This is an optimization exercise on Yosys and OpenROAD, whose aim is a short achievable clock period and few clock cycles, not a production implementation.
Only simulation tests tie the RTL to the original design; equivalence was not proved.
Power is estimated from default activity; no workload was simulated.

### design.v
module registerFile (
    input logic         clk,
    input logic         rstn_i,
    input logic [4:0]   rd,
    input logic [4:0]   rs1,
    input logic [4:0]   rs2,
    input logic [31:0]  data_rd_i,
    output logic [31:0] data_rs1_o,
    output logic [31:0] data_rs2_o
);
logic [31:0] registers_q[32];
assign data_rs1_o = registers_q[rs1];
assign data_rs2_o = registers_q[rs2];
always_ff @(posedge clk, negedge rstn_i)
    if(!rstn_i) begin
        for(int i = 0; i < 32; i = i + 1)
            registers_q[i] <= 'b0;
    end else if(rd != 'b0)
        registers_q[rd] <= data_rd_i;
endmodule
module branch_predictor(
    input logic [31:0]  instr_i,
    input logic [31:0]  pc_i,
    output logic [31:0] pc_o,
    output logic        branch
);
logic [31:0] imm;
logic [31:0] pc;
assign pc_o = pc;
assign imm = {{19{instr_i[31]}}, instr_i[31], instr_i[7], instr_i[30 : 25], instr_i[11:8], 1'b0};
always_comb
begin
    pc = 'b0;
    branch = 1'b0;
    if(instr_i[6:0] == 7'b1100011 && instr_i[31]) begin
            branch  = 1'b1;
            pc      = pc_i + imm;
        end
end
endmodule
module IF_stage (
    input logic          clk,
    input logic          rstn_i,
    input logic          flush_i,
    input logic          halt_i,
    input logic          ack_i,
    output logic         valid_o,
    output logic  [31:0] instr_o,
    output logic  [31:0] pc_o,
    output logic         br_pred_o,
    output logic         mem_read_o,
    output logic [31:0]  mem_addr_o,
    input logic  [31:0]  mem_data_i,
    input logic          mem_valid_i,
    input logic [31:0]   pc_i,
    input logic          branch_i,
    output logic [31:0]  dbg_pc_o
);
logic incr_pc;
logic [31:0] pc_n;
logic [31:0] pc_q;
logic [31:0] mem_data;
logic read;
logic read_valid;
logic [31:0] pred_pc;
logic        pred_br;
struct packed {
    logic           valid;
    logic [31:0]    instr;
    logic [31:0]    pc;
    logic           branch_prediced;
} data_n, data_q;
assign br_pred_o = data_q.branch_prediced;
assign valid_o = data_q.valid;
assign instr_o = data_q.instr;
assign pc_o = data_q.pc;
assign dbg_pc_o = pc_q;
assign mem_read_o = read;
assign mem_addr_o = pc_q;
assign mem_data   = mem_data_i;
assign read_valid = mem_valid_i;
branch_predictor bp_i
(
    .instr_i ( mem_data ),
    .pc_i    ( pc_q     ),
    .pc_o    ( pred_pc  ),
    .branch  ( pred_br  )
);
always_comb
begin
    read    = 1'b0;
    data_n  = data_q;
    incr_pc = 1'b0;
    if(ack_i)
        data_n.valid = 1'b0;
    if((!data_q.valid || ack_i) && !halt_i) begin
        read = 1'b1;
        if(read_valid) begin
            data_n         = {1'b1, mem_data, pc_q, pred_br};
            incr_pc        = 1'b1;
        end
    end
    if(flush_i) begin
        data_n.valid     = 1'b0;
        incr_pc          = 1'b0;
        read             = 1'b0;
    end
end
always_ff @(posedge clk, negedge rstn_i)
begin
    if(!rstn_i) begin
        data_q <= 'b0;
        pc_q   <= 'b0;
    end else begin
        data_q <= data_n;
        if(branch_i || flush_i)
            pc_q <= pc_i;
        else if(incr_pc && !halt_i)
            if(pred_br)
                pc_q <= pred_pc;
            else
                pc_q <= pc_q + 4;
    end
end
endmodule
module decoder
(
    input logic [31:0]    instr,
    output logic [4:0]    rs1,
    output logic [4:0]    rs2,
    output logic [4:0]    rd,
    output logic [31:0]   imm,
    output logic          invalid
);
always_comb
begin
    rs1 = 'b0;
    rs2 = 'b0;
    rd  = 'b0;
    imm = 'b0;
    invalid = 1'b0;
    case(instr[6:0])
        7'b0110111: begin
            imm = {instr[31:12], 12'b0};
            rd  = instr[11 : 7];
        end
        7'b0010011: begin
            rs1 = instr[19:15];
            rd  = instr[11 : 7];
            imm = {{20{instr[31]}}, instr[31:20]};
        end
        7'b0110011: begin
            rs1    = instr[19:15];
            rs2    = instr[24:20];   
            rd  = instr[11 : 7];                 
        end
        7'b0000011: begin
            rs1    = instr[19:15];
            rd  = instr[11 : 7];
            imm = {{20{instr[31]}}, instr[31:20]};
        end
        7'b0100011: begin
            rs1 = instr[19:15];
            rs2 = instr[24:20];
            imm = {{20{instr[31]}}, instr[31:25], instr[11:7]};
        end
        7'b1100011: begin
            rs1 = instr[19:15];
            rs2 = instr[24:20];
            imm = {{19{instr[31]}}, instr[31], instr[7], instr[30 : 25], instr[11:8], 1'b0};
        end
        7'b1100111: begin
            rs1 = instr[19:15];
            rd  = instr[11 : 7];
            imm = {{20{instr[31]}}, instr[31:20]};
        end
        7'b1101111: begin
            rd  = instr[11 : 7];
            imm = {{12{instr[31]}}, instr[19:12], instr[20], instr[30:21], 1'b0};
        end
        7'b0010111: begin
            imm = {instr[31:12], 12'b0};
            rd  = instr[11 : 7];
        end
        7'b0001111, 7'b1110011: begin
            rs1 = 5'b0;
            rs2 = 5'b0;
            rd  = 5'b0;
            imm = 'b0;
        end
        default: begin
            invalid = 1'b1;
        end
    endcase
end
endmodule
module ID_stage
(
    input logic         clk,
    input logic         rstn_i,
    input logic         flush_i,
    input logic         halt_i,
    output logic [4:0]  rs1a_o,          
    output logic [4:0]  rs2a_o,          
    input logic [31:0]  rs1d_i,          
    input logic [31:0]  rs2d_i,          
    input logic         valid_i,         
    input logic [31:0]  instr_i,         
    input logic [31:0]  pc_i,            
    input logic         br_pred_i,       
    output logic        ack_o,           
    input logic         ack_i,           
    output logic        valid_o,         
    output logic [31:0] instr_o,         
    output logic [31:0] pc_o,            
    output logic [31:0] rs1_o,           
    output logic [31:0] rs2_o,           
    output logic [31:0] imm_o,           
    output logic        br_pred_o,       
    input logic [4:0]   rd_i             
);
logic [31:0]    reg_lock_n;
logic [31:0]    reg_lock_q;
logic [4:0]     rd;
logic [4:0]     rd_n, rd_q;
logic           invalid;
logic [31:0]    imm;
struct packed {
    logic           valid;
    logic [31:0]    instr;
    logic [31:0]    pc;
    logic [31:0]    rs1;
    logic [31:0]    rs2;
    logic [31:0]    imm;
    logic           br_pred;
} data_n, data_q;
decoder decoder_i(
    .instr  ( instr_i   ),
    .rd     ( rd        ),
    .rs1    ( rs1a_o    ),
    .rs2    ( rs2a_o    ),
    .imm    ( imm       ),
    .invalid( invalid   )
);
assign br_pred_o = data_q.br_pred;
assign valid_o = data_q.valid;
assign instr_o = data_q.instr;
assign pc_o    = data_q.pc;
assign rs1_o   = data_q.rs1;
assign rs2_o   = data_q.rs2;
assign imm_o   = data_q.imm;
always_comb
begin
    data_n = data_q;
    ack_o   = 1'b0;
    rd_n    = rd_q;
    reg_lock_n = reg_lock_q;
    reg_lock_n[rd_i] = 1'b0;
    if(ack_i)
        data_n.valid = 1'b0;
    if((!data_q.valid || ack_i) && valid_i) begin
        if(!reg_lock_q[rs1a_o] && !reg_lock_q[rs2a_o] && !reg_lock_q[rd] && ! invalid) begin
            ack_o          = 1'b1;
            data_n         = {1'b1, instr_i, pc_i, rs1d_i, rs2d_i, imm, br_pred_i};
            rd_n           = rd;
            reg_lock_n[rd] = 1'b1;
        end
    end
    if(flush_i) begin
        data_n.valid = 1'b0;
        if(data_q.valid && !ack_i)
            reg_lock_n[rd_q] = 1'b0;
        if(ack_o)
            reg_lock_n[rd] = 1'b0;
    end
    reg_lock_n[0] = 1'b0;
end
always_ff @(posedge clk, negedge rstn_i)
begin
    if(!rstn_i) begin
        data_q     <= 'b0;
        rd_q       <= 'b0;
        reg_lock_q <= 'b0;
    end else if(!halt_i) begin
        data_q     <= data_n;
        rd_q       <= rd_n;
        reg_lock_q <= reg_lock_n;
    end
end
endmodule
module alu
#(
    parameter BITSIZE = 32
)(
    input logic  [31:0] A_i,
    input logic  [31:0] B_i,
    input logic  [3:0]  operation_i,
    output logic [31:0] R_o,
    output logic        overflow_o
);
/*verilator lint_off UNOPTFLAT*/
logic [31:0]         result;
/*verilator lint_on UNOPTFLAT*/
logic                           overflow;
assign R_o = result[31:0];
assign overflow_o = overflow;
always_comb
begin
    overflow = 'b0;
    case(operation_i)
        4'b0000 :
            {overflow, result} = $signed(A_i) + $signed(B_i);
        4'b1000 :
            {overflow, result} = A_i - B_i;
        4'b0001 :
            result = A_i << B_i[4:0];
        4'b0101 :
            result = A_i >> B_i[4:0];
        4'b1101 :
            result = $signed(A_i) >>> B_i[4:0];
        4'b0111 :
            result = A_i & B_i;
        4'b0110 :
            result = A_i | B_i;
        4'b0100 :
            result = A_i ^ B_i;
        4'b0010 :
            result = ($signed(A_i) < $signed(B_i)) ? 'b1 : 'b0;
        4'b0011 :
            result = (A_i < B_i) ? 'b1 : 'b0;
        default :
            result = 'b0;
    endcase
end
endmodule
module executer
(
    input logic [31:0]    instr,
    input logic [31:0]    pc,
    input logic [31:0]    rs1,
    input logic [31:0]    rs2,
    input logic [31:0]    imm,
    output logic [31:0]   result,
    output logic          branch_taken
);
logic [3:0] operation;
logic [31:0] ALU_d0;
logic [31:0] ALU_d1;
logic       alu_d0_mux;
logic       alu_d1_mux;
assign ALU_d0 = (alu_d0_mux) ? pc : rs1;
assign ALU_d1 = (alu_d1_mux) ? imm : rs2;
always_comb
begin
    alu_d1_mux      = 1'b0;
    alu_d0_mux      = 1'b0;
    branch_taken    = 1'b0;
    operation       = 'b0;
    case(instr[6:0])
        7'b0110111, 7'b0000011, 7'b0100011: begin
            operation   = 4'b0000;
            alu_d1_mux      = 1'b1;
        end
        7'b0010011: begin
            if(instr[14:12] == 3'b101)
                operation = {instr[30], instr[14:12]};
            else
                operation = {1'b0, instr[14:12]};
            alu_d1_mux      = 1'b1;
        end
        7'b0110011: begin
            operation = {instr[30], instr[14:12]};
        end
        7'b1100011: begin
            operation   = 4'b0000;
            alu_d1_mux      = 1'b1;
            alu_d0_mux      = 1'b1;
            case(instr[14:12])
                3'b000:  
                    branch_taken = (rs1 == rs2) ? 1'b1 : 1'b0;
                3'b001:  
                    branch_taken = (rs1 != rs2) ? 1'b1 : 1'b0;
                3'b100:  
                    branch_taken = ($signed(rs1) < $signed(rs2)) ? 1'b1 : 1'b0;
                3'b101:  
                    branch_taken = ($signed(rs1) >= $signed(rs2)) ? 1'b1 : 1'b0;
                3'b110:  
                    branch_taken = (rs1 < rs2) ? 1'b1 : 1'b0;
                3'b111:  
                    branch_taken = (rs1 >= rs2) ? 1'b1 : 1'b0;
                default: begin
                end
            endcase
        end
        7'b1101111: begin
            operation   = 4'b0000;
            branch_taken    = 1'b1;
            alu_d1_mux      = 1'b1;
            alu_d0_mux      = 1'b1;
        end
        7'b0010111: begin
            operation   = 4'b0000;
            alu_d1_mux      = 1'b1;
            alu_d0_mux      = 1'b1;
        end
        7'b1100111: begin
            operation   = 4'b0000;
            branch_taken    = 1'b1;
            alu_d1_mux      = 1'b1;
        end
        /*verilator lint_off CASEOVERLAP*/
        7'b0001111, 7'b1110011: begin
            operation = 4'b0000;
        end
        /*verilator lint_on CASEOVERLAP*/
        default: begin
        end
    endcase
end
logic oflow;
logic [31:0] alu_result;
assign result = (instr[6:0] == 7'b1100111) ? {alu_result[31:1], 1'b0} : alu_result;
alu #(
    .BITSIZE    ( 32        )
) alu_i (
    .A_i        ( ALU_d0    ),
    .B_i        ( ALU_d1    ),
    .operation_i( operation ),
    .R_o        ( alu_result),
    .overflow_o ( oflow)
);
endmodule
module EX_stage(
    input logic         clk,
    input logic         rstn_i,  
    input logic         flush_i,  
    input logic         halt_i,
    input logic         valid_i,
    output logic        ack_o,
    input logic [31:0]  instr_i,
    input logic [31:0]  pc_i,
    input logic [31:0]  rs1_i,
    input logic [31:0]  rs2_i,
    input logic [31:0]  imm_i,
    input logic         br_pred_i,
    input logic         ack_i,
    output logic        valid_o,
    output logic [31:0] pc_o,
    output logic [31:0] instr_o,
    output logic [31:0] result_o,
    output logic [31:0] rs2_o,
    output logic        branch_o
);
struct packed {
    logic           valid;
    logic           branch;
    logic [31:0]    instr;
    logic [31:0]    pc;
    logic [31:0]    result;
    logic [31:0]    rs2;
} data_n, data_q;
logic [31:0]        result;
logic               branch;
executer executer_i (
    .instr        ( instr_i ),
    .pc           ( pc_i    ),
    .rs1          ( rs1_i   ),
    .rs2          ( rs2_i   ),
    .imm          ( imm_i   ),
    .result       ( result  ),
    .branch_taken ( branch  )
);
assign valid_o  = data_q.valid;
assign instr_o  = data_q.instr;
assign pc_o     = data_q.pc;
assign result_o = data_q.result;
assign rs2_o    = data_q.rs2;
assign branch_o = data_q.branch;
always_comb
begin
    data_n = data_q;
    ack_o   = 1'b0;
    if(ack_i)
        data_n.valid = 1'b0;
    if((!data_q.valid || ack_i) && valid_i && (!flush_i)) begin
        ack_o          = 1'b1;
        if(branch == br_pred_i)
            data_n         = {1'b1, 1'b0, instr_i, pc_i, result, rs2_i};
        else if(branch && !br_pred_i)
            data_n         = {1'b1, 1'b1, instr_i, pc_i, result, rs2_i};
        else if(!branch && br_pred_i)
            data_n         = {1'b1, 1'b1, instr_i, pc_i, pc_i+4, rs2_i};
    end
    if(flush_i) begin
        data_n.valid = 1'b0;
        data_n.branch = 1'b0;
    end
end
always_ff @(posedge clk, negedge rstn_i)
begin
    if(!rstn_i) begin
        data_q     <= 'b0;
    end else if(!halt_i) begin
        data_q     <= data_n;
    end
end
endmodule
module MEM_stage (
    input logic         clk,
    input logic         rstn_i,
    input logic         halt_i,
    input logic         valid_i,
    output logic        ack_o,
    input logic [31:0]  instr_i,
    input logic [31:0]  result_i,
    input logic [31:0]  rs2_i,
    input logic [31:0]  pc_i,
    output logic        mem_read_o,
    output logic        mem_write_o,
    output logic [3:0]  mem_we_o,
    output logic [31:0] mem_addr_o,
    output logic [31:0] mem_wdata_o,
    input logic  [31:0] mem_rdata_i,
    input logic         mem_valid_i,
    input logic         ack_i,
    output logic        valid_o,
    output logic [31:0] instr_o,
    output logic [31:0] data_o
);
struct packed {
    logic           valid;
    logic [31:0]    instr;
    logic [31:0]    data;
} data_n, data_q;
logic load;
logic store;
logic lsu_load;
logic ls_valid;
logic ls_valid_n, ls_valid_q;
logic [31:0] lu_data;
logic [31:0] lsu_data;
logic [3:0] lsu_we;
assign valid_o = data_q.valid;
assign data_o = data_q.data;
assign instr_o = data_q.instr;
assign mem_read_o  = load;
assign mem_write_o = store;
assign mem_we_o    = lsu_we;
assign mem_addr_o  = result_i;
assign mem_wdata_o = rs2_i;
assign lsu_data    = mem_rdata_i;
assign lsu_load    = load;
assign ls_valid    = mem_valid_i;
always_comb
begin
    ls_valid_n = ls_valid_q;
    data_n  = data_q;
    ack_o   = 1'b0;
    load    = 1'b0;
    store   = 1'b0;
    lsu_we  = 'b0;
    if(ack_i) begin
        data_n.valid = 1'b0;
        ls_valid_n = 1'b0;
    end
    case(instr_i[6:0])
        7'b0000011: begin
            if(!ls_valid_q && valid_i) begin
                ls_valid_n = ls_valid;
                load        = 1'b1;
            end else if((!data_q.valid || ack_i) && valid_i) begin
                ack_o          = 1'b1;
                data_n.valid   = 1'b1;
                data_n.instr   = instr_i;
                ls_valid_n   = 1'b0;
                ls_valid_n   = 1'b0;
                case(instr_i[13:12])
                    2'b00:
                        data_n.data = {{24{lu_data[7]}}, lu_data[7:0]};
                    2'b01:
                        data_n.data = {{16{lu_data[15]}}, lu_data[15:0]};
                    2'b10:
                        data_n.data = lu_data;
                    default: begin
                    end
                endcase
                if(instr_i[14]) begin
                    if(instr_i[12])
                        data_n.data = {16'b0, lu_data[15:0]};
                    else
                        data_n.data = {24'b0, lu_data[7:0]};
                end
            end
        end
        7'b0100011: begin
            if(!ls_valid_q && valid_i) begin
                ls_valid_n  = ls_valid;
                store        = 1'b1;
                case(instr_i[13:12])
                    2'b00:
                        lsu_we = 4'b0001;
                    2'b01:
                        lsu_we = 4'b0011;
                    2'b10:
                        lsu_we = 4'b1111;
                    default: begin
                    end
                endcase
            end else if((!data_q.valid || ack_i) && valid_i)begin
                ack_o          = 1'b1;
                data_n         = {1'b1, instr_i, 32'b0};
                ls_valid_n    = 1'b0;
            end
        end
        7'b1101111, 7'b1100111: begin
            ls_valid_n   = 1'b0;
            if((!data_q.valid || ack_i) && valid_i) begin
                ack_o          = 1'b1;
                data_n         = {1'b1, instr_i, pc_i + 4};
            end
        end
        default: begin   
            ls_valid_n   = 1'b0;         
            if((!data_q.valid || ack_i) && valid_i) begin
                ack_o          = 1'b1;
                data_n         = {1'b1, instr_i, result_i};
            end
        end
    endcase
end
always_ff @(posedge clk, negedge rstn_i) begin
    if(!rstn_i) begin
        data_q     <= 'b0;
        ls_valid_q <= 1'b0;
    end else if(!halt_i) begin
        data_q <= data_n;
        ls_valid_q <= ls_valid_n;
    end
end
always_ff @(posedge clk) begin
    if(!halt_i && lsu_load)
        lu_data <= lsu_data;
end
endmodule
module WB_stage (
    input logic         clk,
    input logic         rstn_i,
    input logic         halt_i,
    output logic        ack_o,
    input logic         valid_i,
    input logic [31:0]  instr_i,
    input logic [31:0]  data_i,
    output logic [4:0]  rd_o,
    output logic [31:0] data_o
);
struct packed {
    logic [4:0]     rd;
    logic [31:0]    data;
} data_n, data_q;
assign data_o = data_q.data;
assign rd_o   = data_q.rd;
always_comb
begin
    ack_o = 1'b0;
    data_n = data_q;
    if(valid_i) begin
        ack_o        = 1'b1;
        case(instr_i[6:0])
            7'b0110111, 7'b0010011, 7'b0110011, 7'b0000011, 7'b1101111, 7'b1100111, 7'b0010111: begin
                data_n.rd = instr_i[11 : 7];
                data_n.data = data_i;
            end
            default:
                data_n.rd = 'b0;
        endcase
    end else begin
        data_n.rd = 'b0;
    end
end
always_ff @(posedge clk, negedge rstn_i)
begin
    if(!rstn_i) begin
        data_q <= 'b0;
    end else if(!halt_i) begin
        data_q <= data_n;
    end
end
endmodule
module core_top (
    input logic          clk,
    input logic          rstn_i,
    output logic         imem_read_o,
    output logic [31:0]  imem_addr_o,
    input logic [31:0]   imem_rdata_i,
    input logic          imem_valid_i,
    output logic         dmem_read_o,
    output logic         dmem_write_o,
    output logic [3:0]   dmem_we_o,
    output logic [31:0]  dmem_addr_o,
    output logic [31:0]  dmem_wdata_o,
    input logic [31:0]   dmem_rdata_i,
    input logic          dmem_valid_i
);
logic                ID_IF_ack;
logic                IF_ID_valid;
logic [31:0]         IF_ID_instr;
logic [31:0]         IF_ID_pc;
logic                IF_ID_br_pred;
logic                EX_ID_ack;
logic                ID_EX_valid;
logic [31:0]         ID_EX_instr;
logic [31:0]         ID_EX_pc;
logic [31:0]         ID_EX_rs1;
logic [31:0]         ID_EX_rs2;
logic [31:0]         ID_EX_imm;
logic                ID_EX_br_pred;
logic [4:0]          ID_REG_rs1;
logic [4:0]          ID_REG_rs2;
logic [31:0]         REG_ID_rs1_d;
logic [31:0]         REG_ID_rs2_d;
logic                EX_MEM_valid;
logic                MEM_EX_ack;
logic [31:0]         EX_MEM_instr;
logic [31:0]         EX_MEM_result;
logic [31:0]         EX_MEM_rs2;
logic [31:0]         EX_MEM_pc;
logic                MEM_WB_valid;
logic                WB_MEM_ack;
logic [31:0]         MEM_WB_instr;
logic [31:0]         MEM_WB_data;
logic [4 : 0]        WB_REG_rd;
logic [31:0]         WB_REG_data;
logic [4:0]          REG_rd;
logic [31:0]         REG_rdd;
logic [4:0]          REG_rs1;
logic [4:0]          REG_rs2;
logic [31:0]         REG_rs1_d;
logic [31:0]         REG_rs2_d;
logic                branch;
logic                flush;
logic [31:0]         IF_pc;
logic                halt_core;
logic                dbg_flush;
logic [4:0]          dbg_rs;
logic [4:0]          dbg_rd;
logic [31:0]         dbg_rdd;
logic [31:0]         dbg_rsd;
logic [31:0]         dbg_pc;
logic [31:0]         dbg_curr_pc;
assign flush = branch | dbg_flush;
assign IF_pc = (dbg_flush) ? dbg_pc : EX_MEM_result;
always_comb
begin
    REG_rd       = WB_REG_rd;
    REG_rdd      = WB_REG_data;
    REG_rs1      = ID_REG_rs1;
    REG_rs2      = ID_REG_rs2;
    REG_ID_rs1_d = REG_rs1_d;
    REG_ID_rs2_d = REG_rs2_d;
    dbg_rsd      = 'b0;
    if(halt_core) begin
        REG_rd = dbg_rd;
        REG_rs1 = dbg_rs;
        REG_rdd = dbg_rdd;
        dbg_rsd = REG_rs1_d;
    end
end
assign halt_core = 1'b0;
assign dbg_flush = 1'b0;
assign dbg_rs    = 5'b0;
assign dbg_rd    = 5'b0;
assign dbg_rdd   = 32'b0;
assign dbg_pc    = 32'b0;
registerFile registerFile_i (
    .clk        ( clk         ),
    .rstn_i     ( rstn_i      ),
    .rd         ( REG_rd      ),
    .rs1        ( REG_rs1     ),
    .rs2        ( REG_rs2     ),
    .data_rd_i  ( REG_rdd     ),
    .data_rs1_o ( REG_rs1_d   ),
    .data_rs2_o ( REG_rs2_d   )
);
IF_stage IF_i (
    .clk         ( clk           ),
    .rstn_i      ( rstn_i        ),
    .flush_i     ( flush         ),
    .halt_i      ( halt_core     ),
    .ack_i       ( ID_IF_ack     ),
    .valid_o     ( IF_ID_valid   ),
    .instr_o     ( IF_ID_instr   ),
    .pc_o        ( IF_ID_pc      ),
    .mem_read_o  ( imem_read_o   ),
    .mem_addr_o  ( imem_addr_o   ),
    .mem_data_i  ( imem_rdata_i  ),
    .mem_valid_i ( imem_valid_i  ),
    .branch_i    ( branch        ),
    .pc_i        ( IF_pc         ),
    .dbg_pc_o    ( dbg_curr_pc   ),
    .br_pred_o   ( IF_ID_br_pred )
);
ID_stage ID_i (
    .clk      ( clk          ),
    .rstn_i   ( rstn_i       ),
    .flush_i  ( flush        ),
    .halt_i   ( halt_core    ),
    .valid_i  ( IF_ID_valid  ),
    .ack_o    ( ID_IF_ack    ),
    .instr_i  ( IF_ID_instr  ),
    .br_pred_i( IF_ID_br_pred),
    .pc_i     ( IF_ID_pc     ),
    .ack_i    ( EX_ID_ack    ),
    .valid_o  ( ID_EX_valid  ),
    .instr_o  ( ID_EX_instr  ),
    .pc_o     ( ID_EX_pc     ),
    .rs1_o    ( ID_EX_rs1    ),
    .rs2_o    ( ID_EX_rs2    ),
    .imm_o    ( ID_EX_imm    ),
    .br_pred_o( ID_EX_br_pred),
    .rs1a_o   ( ID_REG_rs1   ),
    .rs2a_o   ( ID_REG_rs2   ),
    .rs1d_i   ( REG_ID_rs1_d ),
    .rs2d_i   ( REG_ID_rs2_d ),
    .rd_i     ( WB_REG_rd    )
);
EX_stage EX_i (
    .clk      ( clk           ),
    .rstn_i   ( rstn_i        ),
    .flush_i  ( flush         ),
    .halt_i   ( halt_core     ),
    .valid_i  ( ID_EX_valid   ),
    .ack_o    ( EX_ID_ack     ),
    .instr_i  ( ID_EX_instr   ),
    .pc_i     ( ID_EX_pc      ),
    .rs1_i    ( ID_EX_rs1     ),
    .rs2_i    ( ID_EX_rs2     ),
    .imm_i    ( ID_EX_imm     ),
    .br_pred_i( ID_EX_br_pred ),
    .ack_i    ( MEM_EX_ack    ),
    .valid_o  ( EX_MEM_valid  ),
    .pc_o     ( EX_MEM_pc     ),
    .instr_o  ( EX_MEM_instr  ),
    .result_o ( EX_MEM_result ),
    .rs2_o    ( EX_MEM_rs2    ),
    .branch_o ( branch        )
);
MEM_stage MEM_i (
    .clk         ( clk           ),
    .rstn_i      ( rstn_i        ),
    .halt_i      ( halt_core     ),
    .valid_i     ( EX_MEM_valid  ),
    .ack_o       ( MEM_EX_ack    ),
    .pc_i        ( EX_MEM_pc     ),
    .instr_i     ( EX_MEM_instr  ),
    .result_i    ( EX_MEM_result ),
    .rs2_i       ( EX_MEM_rs2    ),
    .mem_read_o  ( dmem_read_o   ),
    .mem_write_o ( dmem_write_o  ),
    .mem_we_o    ( dmem_we_o     ),
    .mem_addr_o  ( dmem_addr_o   ),
    .mem_wdata_o ( dmem_wdata_o  ),
    .mem_rdata_i ( dmem_rdata_i  ),
    .mem_valid_i ( dmem_valid_i  ),
    .ack_i       ( WB_MEM_ack    ),
    .valid_o     ( MEM_WB_valid  ),
    .instr_o     ( MEM_WB_instr  ),
    .data_o      ( MEM_WB_data   )
);
WB_stage WB_i (
    .clk     ( clk          ),
    .rstn_i  ( rstn_i       ),
    .halt_i  ( halt_core    ),
    .ack_o   ( WB_MEM_ack   ),
    .valid_i ( MEM_WB_valid ),
    .instr_i ( MEM_WB_instr ),
    .data_i  ( MEM_WB_data  ),
    .rd_o    ( WB_REG_rd    ),
    .data_o  ( WB_REG_data  )
);
endmodule
### run.sh
#!/bin/bash
# synth_recipe.tcl (not shown) runs the flow's synth.tcl, then flattens the netlist and writes it again
# the make line also repeats each setting of config.mk as NAME=value (left out here)
make -C /OpenROAD-flow-scripts/flow DESIGN_CONFIG=/design/flow/config.mk WORK_HOME=/design/flow/orfs CLKGATE_MAP_FILE= SYNTH_SCRIPT=/design/flow/synth_recipe.tcl finish
### config.mk
export PLATFORM = sky130hd
export DESIGN_NAME = core_top
export DESIGN_NICKNAME = core_top
export VERILOG_FILES = /design/flow/design.v
export SDC_FILE = /design/flow/constraint.sdc
export NUM_CORES = 4
export LEC_CHECK = 0
export CAP_MARGIN = 20
export CORE_MARGIN = 2
export CORE_UTILIZATION = 45
export PLACE_DENSITY = 0.6
export SLEW_MARGIN = 20
### constraint.sdc
create_clock -name core_clock -period 8.0 [get_ports {clk}]
set_input_delay 1.6000 -clock core_clock [delete_from_list [all_inputs] [get_ports {clk}]]
set_output_delay 1.6000 -clock core_clock [all_outputs]
set_load 0.01 [all_outputs]
==> Flow_metrics.wiki <==
{| class="wikitable"
! Metric !! Value
|-
| Static leakage || 42.2 nW
|-
| Final hold slack || 458 ps
|-
| Routability cong. || 1.04
|-
| Site row count || 158
|-
| GRT Overall Usage || 44.2%
|-
| Via count of the first global-routing pass || 74,500
|-
| Overflow left after global routing || 0
|-
| Clock tree from TritonCTS || done
|-
| CP startpoint kind || register
|-
| Area of the core || 186,000 um^2
|-
| Maximum clock frequency || 0.143 GHz
|-
| Starting density of the core || 45.4%
|-
| Portion of total power attributed to combinational logic || 44.3%
|-
| Root buffer cell || clkbuf_16
|-
| Via-per-instance ratio || 7.29
|-
| Post-synthesis sequential element count || 1,500
|-
| Final setup fails || 0
|-
| Number of maximum-capacitance constraint violations || 0
|-
| Count of antenna-violating nets left after detailed routing || 0
|-
| Final Slew Violations || 0
|-
| Post-CTS Setup Bufs || 0
|-
| Routed length per instance || 40.3 um
|-
| Vert. Die Dim || 437 um
|-
| CTS sink count || 1,500
|-
| Post-layout nets || 8,345
|-
| Area of combinational cells with multiple inputs || 43,800 um^2
|-
| CTS hold repair buffers || 0
|-
| Net Switching || 0.0160 W
|-
| Endpoints failing hold || 0
|-
| Number of distinct library cell variants in the gate-level netlist after synthesis || 103
|-
| Cell with the most instances after synthesis || dfrtp_1
|-
| Average cell area after synthesis || 10.3 um^2
|-
| Most instantiated flip-flop cell in the synthesis netlist || dfrtp_1
|-
| Post-layout instance count excluding filler cells || 10,700
|-
| Synthesized Nets || 8,412
|-
| Worst Hold Class || register to register
|-
| Detailed Routing Iterations Pass 1 || 11
|-
| Filler Cells Inserted || 16,800
|-
| Cell types with the highest counts after synthesis || dfrtp_1, mux2_2, nand2_1, clkbuf_1, nor2_1
|-
| Number of H-tree levels || 4
|-
| Global-route wire length before repair || 598,000 um
|-
| Setup TNS || 0 ps
|-
| # placed instances || 10,400
|-
| Areal power density over the cells || 357 nW/um^2
|-
| Setup repair after global routing missed its margin || false
|-
| FF/Latch Area || 37,700 um^2
|-
| Proportion of power drawn by flip-flops and latches || 31.0%
|-
| Maximum fanout along the worst path || 24
|-
| Cell area after synthesis || 84,300 um^2
|-
| Shortest period the worst path allows || 6990 ps
|-
| Sequential area share after synthesis || 44.7%
|-
| DRC violation count after routing || 0
|-
| Area Overhead vs Synth || 13.2%
|-
| Final WL || 433,000 um
|-
| Worst-path clk slew || 60 ps
|-
| CP Class || register to register
|-
| Run status || timing/DRC/antenna clean
|-
| Number of clock buffers inserted by TritonCTS || 169
|-
| Number of design-rule violations left by the first detailed-router iteration || 13,100
|-
| Number of vias after detailed routing || 78,300
|-
| Switching part of the total || 46.9%
|-
| Share of final-layout standard cells stronger than drive strength 1 || 23.0%
|-
| Syn Inst Count || 8,161
|-
| Largest cells by area after synthesis || dfrtp_1, mux2_2, a221oi_1
|-
| Final total power || 0.0340 W
|-
| CP Data Arrival Time || 7730 ps
|-
| Ratio of final minimum period to clock period || 87.3%
|-
| Die span in x || 437 um
|-
| Largest net degree at the start of global routing || 165
|-
| Headroom to the max-slew limit || 10.8%
|-
| Yosys warning total || 12
|-
| Io pins || 171
|-
| Yosys top cell by area || dfrtp_1
|-
| Post-CTS resize count || 0
|-
| Area of the die || 191,000 um^2
|-
| Worst EP required || 8740 ps
|-
| Nature of the critical path endpoint || register
|-
| Worst Max-Slew Pin Slew || 1340 ps
|-
| Number of buffers inserted by port buffering || 170
|-
| Buffer levels on the longest clock path || 3
|-
| Clock share of power || 24.7%
|-
| Clock latency at the later pin of the worst-skew pair || 890 ps
|-
| Cell-internal power || 0.0181 W
|-
| Synth top area share || 43.6%
|-
| Initial antenna violation count || 29
|-
| Count of flip-flops with a built-in enable after synthesis || 32
|-
| IR drop worst, VDD || 0.357 mV
|-
| Post-synth ARST share || 97.9%
|-
| Clock Skews || 99.5 ps
|-
| DPL Wire Length || 280,000 um
|}
-- sequential cells by signal, summed over array words and instances (netlist names) --
signal                      cells
EX_i.data_q                   113
ID_i.data_q                   146
ID_i.rd_q                       5
ID_i.reg_lock_q                31
IF_i.data_q                    66
IF_i.pc_q                      32
MEM_i.data_q                   45
MEM_i.ls_valid_q                1
MEM_i.lu_data                  32
WB_i.data_q                    37
registerFile_i.registers_q    992
-- cells in the final DEF (no fill, tap or decap), types with 182 or more instances in the layout --
master	synthesis	final
a22oi_1	255	255
a21oi_1	385	381
a221oi_1	369	369
nor2_1	457	400
mux2_2	1113	1113
nand2_1	664	649
dfrtp_1	1468	1463
o21ai_0	421	416
a22o_1	312	312
inv_1	183	182
buf_4	11	289
-- cell type report --
type | instances | share of cell area [%]
Antenna cell | 21 | 0.0551
Multi-Input combinational cell | 5766 | 45.9
Timing Repair Buffer | 472 | 4.33
Clock inverter | 75 | 1.16
Clock buffer | 237 | 5.08
Sequential cell | 1500 | 39.5
Tap cell | 2480 | 3.25
Inverter | 185 | 0.730
-- metrics by stage --
step | area, um^2 | worst slack, ps | utilization [%]
3_5_place_dp | 89400 | 1200 | 48.1
2_1_floorplan | 84300 | 2610 | -
6_report | 95400 | 1010 | 51.4
3_3_place_gp | 89400 | 1420 | 48.1
4_1_cts | 95300 | 1130 | 51.3
5_1_grt | 95400 | 505 | 51.3
-- critical path, stage by stage (launching register included) --
cell       delay, ps
dfrtp_1          560
nand2_1          670
a211oi_2         950
nor2_2           350
mux2_2           410
ha_1             400
and3_1           230
a211oi_1         430
a211oi_1         150
buf_4            190
a31oi_1          390
nand2_1          270
a221oi_1         810
a21oi_1          170
a2111oi_0        620
a221oi_1         100
o21ai_0          110
-- metal layers --
| layer | up-vias | wire (um) | track usage (%) |
|---|---|---|---|
| met5 | - | 253 | 0.277 |
| met4 | 21 | 40300 | 32.1 |
| met3 | 2049 | 55400 | 16.4 |
| met2 | 6363 | 181000 | 64.1 |
| met1 | 39100 | 156000 | 53.7 |
| li1 | 30700 | - | - |
-- power groups by stage --
stage | sequential, W | clock [W] | combinational [W]
2_1_floorplan | 0.00930 | 0 | 0.00923
3_3_place_gp | 0.0106 | 0 | 0.0146
3_5_place_dp | 0.0106 | 0 | 0.0145
4_1_cts | 0.0105 | 0.00841 | 0.0146
5_1_grt | 0.0106 | 0.00873 | 0.0158
6_report | 0.0105 | 0.00840 | 0.0151
-- final timing paths --
path	start	slack (ps)	end	cells after the start
worst max-delay path	ID_i.data_q[130]	1010	EX_i.data_q[55]	16
worst min-delay path	IF_i.data_q[20]	460	ID_i.data_q[116]	2
worst max register to register	ID_i.data_q[130]	1010	EX_i.data_q[55]	16
worst min register to register	IF_i.data_q[20]	460	ID_i.data_q[116]	2
max in group asynchronous	rstn_i	5260	ID_i.data_q[10]	3
min in group asynchronous	rstn_i	620	IF_i.pc_q[13]	1
-- cell families after synthesis --
family	synth area share, %
AOI/OAI and AO/OA	20.1
and+or+nand+nor	10.1
DFF	44.7
muxes	17.1
buffers and inverters	4.18
adders and majority gates	2.74
xor gates and xnor gates	1.10
Testbench counts, summed over its fixed seeds: cycles 136,906.

static timing again, ports no longer ideal:
In the flow no input, the clock included, has a driving cell. The finished layout below was timed again as built, in two steps. Step 1: set_driving_cell puts a clkbuf_16 on clk and a buf_2 on each other input, an assumption about the parent block. Step 2 times the ports against the registers' clock, not the clock port: input delays grow and output delays shrink by t, the midpoint of the rising clock arrivals with the driver on. a / b / c = no drivers / after step 1 / after step 2; a / b = the first two.
t (ns): 0.933
slack for setup (ns): 1.014 / 1.014 / 1.014
clock arrival spread, ns: 0.114 / 0.114
worst slew at a driven data input, ns: 0.08
After both steps setup and hold are still met in this run. For this run, drivers alone change the setup slack by 0.000 ns; drivers and shift together by 0.000 ns.
